This design comes from an exercise in tuning for a short achievable clock period and few clock cycles on the open sky130 flow, not from production work. Only simulation tests tie the RTL to the original design; equivalence was not proved. Power is estimated from default activity; no workload was simulated.

## run 1
## main
module main(
    input  wire        clk,
    input  wire        rst,
    output wire [31:0] imem_addr,
    input  wire [31:0] imem_rdata,
    output wire [31:0] dmem_addr,
    output wire        dmem_re,
    output wire [3:0]  dmem_wstrb,
    output wire [31:0] dmem_wdata,
    input  wire [31:0] dmem_rdata
);
    reg  [31:0] pc;
    reg         d_valid;
    reg  [31:0] d_pc, d_inst, d_imm;
    reg         d_wb, d_mr, d_mw, d_br, d_jal, d_jalr, d_lui, d_urs1, d_urs2;
    reg         d_alusrc, d_pre;
    reg  [9:0]  d_aluop;    
    reg         e_nb;      
    reg         e_wbe, e_mr, e_mw, e_jal, e_jalr;
    reg         e_isbr, e_ceq, e_clt, e_cltu, e_cinv;
    reg  [4:0]  e_rd;
    reg  [2:0]  e_f3;
    reg  [31:0] e_imm, e_tgt, e_prev;
    reg  [31:0] e_a, e_b, e_o;
    reg  [9:0]  e_aluop;
    reg         e_pre;
    reg  [31:0] m_res, m_wdata;
    reg  [31:0] m_addr;    
    reg         m_ld;      
    reg  [3:0]  m_wstrb;
    reg  [4:0]  m_rd;
    reg         m_wbe, m_mr;
    reg  [2:0]  m_f3;
  ...
==> flow/config.mk <==
export PLATFORM = sky130hd
export DESIGN_NAME = main
export DESIGN_NICKNAME = main
export VERILOG_FILES = /design/flow/design.v
export SDC_FILE = /design/flow/constraint.sdc
export NUM_CORES = 4
export LEC_CHECK = 0
export CAP_MARGIN = 20
export CORE_MARGIN = 2
export CORE_UTILIZATION = 50
export PLACE_DENSITY = 0.62
export SLEW_MARGIN = 20
export SYNTH_HIERARCHICAL = 1
==> flow/constraint.sdc <==
create_clock -name core_clock -period 10.0 [get_ports {clk}]
set_input_delay 2.0000 -clock core_clock [delete_from_list [all_inputs] [get_ports {clk}]]
set_output_delay 2.0000 -clock core_clock [all_outputs]
set_load 0.01 [all_outputs]
standard.sh (not shown) runs the stock make flow with config.mk's settings and CLKGATE_MAP_FILE= SYNTH_SCRIPT=/design/flow/synth_recipe.tcl, a recipe that flattens the netlist after the stock synthesis.
==> flow/flow/run.sh <==
#!/bin/bash
set -euo pipefail
bash standard.sh SETUP_SLACK_MARGIN=7 finish > flow_orfs.log 2>&1
Testbench counts of run 1, summed over its fixed seeds: cycles 39,136.
Input-level comparison between run 2 and run 1:
- a change of CORE_UTILIZATION from 50 to 40
- a change of PLACE_DENSITY from 0.62 to 0.7
[summary]
- Between run 1 and run 2, post-placement cell count increased.
- For hold slack, run 2 and run 1 come out practically identical.
- Re iteration count of the initial detailed-routing pass: run 2 is 3 down on run 1.
- Taking run 1 as the reference, in run 2 die area now sits higher, final routed wire length divided by cell count now sits lower.
- Cells: run 2 has more instances than run 1
- For power density normalized to cell area, run 1 and run 2 come out practically identical.


Setup of before:
main again, from the RTL that the note above started with.
Settings: LEC_CHECK=0, CAP_MARGIN=20, CORE_MARGIN=2, CORE_UTILIZATION=40, PLACE_DENSITY=0.6, SLEW_MARGIN=20, SYNTH_HIERARCHICAL=1; clock period 10.0 ns.
==> flow/flow/run.sh <==
#!/bin/bash
set -euo pipefail
bash standard.sh SETUP_SLACK_MARGIN=7 place > flow_place.log 2>&1
PLACE_ODB="$PWD/orfs/results/$FLOW_PLATFORM/main/base/3_place.odb" \
  openroad -no_init -exit flow/move_out_ffs.tcl > flow_move.log 2>&1
bash standard.sh SETUP_SLACK_MARGIN=7 finish > flow_orfs.log 2>&1
==> flow/flow/move_out_ffs.tcl <==
# Place each flip-flop that drives a data-port output (through its output
# buffer) next to that buffer, then legalize. The flip-flop's Q wire to the
# pin is then short; its D input has slack to spare.
set odb $::env(PLACE_ODB)
read_db $odb
set block [ord::get_db_block]
set moved 0
foreach bterm [$block getBTerms] {
  if {[$bterm getIoType] != "OUTPUT"} { continue }
  set name [$bterm getName]
  if {![string match "dmem_*" $name]} { continue }
  set net [$bterm getNet]
  set buf ""
  foreach it [$net getITerms] { if {[$it isOutputSignal]} { set buf [$it getInst] } }
  if {$buf == ""} { continue }
  set innet ""
  foreach it [$buf getITerms] { if {[$it isInputSignal]} { set innet [$it getNet] } }
  if {$innet == ""} { continue }
  set drv ""
  set nload 0
  foreach it [$innet getITerms] {
    if {[$it isOutputSignal]} { set drv [$it getInst] } else { incr nload }
  }
  if {$drv == "" || $nload != 1} { continue }
  if {![string match "*dfxtp*" [[$drv getMaster] getName]]} { continue }
  set loc [$buf getLocation]
  $drv setLocation [lindex $loc 0] [lindex $loc 1]
  $drv setPlacementStatus PLACED
  incr moved
}
puts "moved $moved flip-flops"
detailed_placement
check_placement -verbose
write_db $odb
Testbench counts of before, summed over its fixed seeds: cycles 39,136.
### before -> after
==> flow/flow/run.sh <==
#!/bin/bash
set -euo pipefail
bash standard.sh SETUP_SLACK_MARGIN=7 finish > flow_orfs.log 2>&1
removed: flow/flow/move_out_ffs.tcl
before finished all stages; the layout is clean.
after ended with every stage complete and zero timing, DRC or antenna violations.
Number of instances resized during post-cts repair of after exceeds that of before by a few percent.
From after to before, number of buffers added by the clock tree synthesis step did not move at all.
For before, the master of the slowest instance on the critical path was sky130_fd_sc_hd__edfxtp_1, unlike after, where it was sky130_fd_sc_hd__dfxtp_4.
Share of cells above drive strength 1 ended up 0.53 points higher on after than on before.
The relative slew slack was comparable across before and after.
Any difference in met1 global-route usage between before and after is small enough to ignore.
Changes observed in after relative to before: clock network latency to the later pin of the worst-skew pair now smaller, critical path depth shrank by 9, total number of vias increased 1.3%.

==> re-timing with driven ports <==
The results above use ideal ports. As a check the final layouts listed here were re-extracted and re-timed, cells and wires unchanged.
Step 1 (the two cells are an assumption about what drives the block):
set clk [get_ports {clk}]
set_driving_cell -lib_cell sky130_fd_sc_hd__clkbuf_16 $clk
set_driving_cell -lib_cell sky130_fd_sc_hd__buf_2 [delete_from_list [all_inputs] $clk]
Step 2 times the ports against the registers' clock, not the clock port: input delays grow and output delays shrink by t, the midpoint of the rising clock arrivals with the driver on.
a / b / c = ideal ports / drivers / drivers and shift; a / b = the first two.
run | t (ns) | slack for setup (ns) | hold slack, ns | worst data-port slew with drivers (ns) | pins driven straight from the clock port
run 1 | 0.879 | 6.645 / 6.608 / 5.822 | 0.328 / 0.328 / 0.328 | 0.14 | 1
run 2 | 0.903 | 6.609 / 6.518 / 5.886 | 0.329 / 0.329 / 0.329 | 0.22 | 1
before | 0.909 | 6.663 / 6.610 / 5.907 | 0.341 / 0.341 / 0.341 | 0.06 | 1
after | 0.889 | 6.598 / 6.506 / 5.900 | 0.312 / 0.312 / 0.312 | 0.06 | 1
After both steps every run listed still meets setup and hold. For run 1, which loses most, drivers alone change the setup slack by -0.037 ns; drivers and shift together by -0.823 ns.
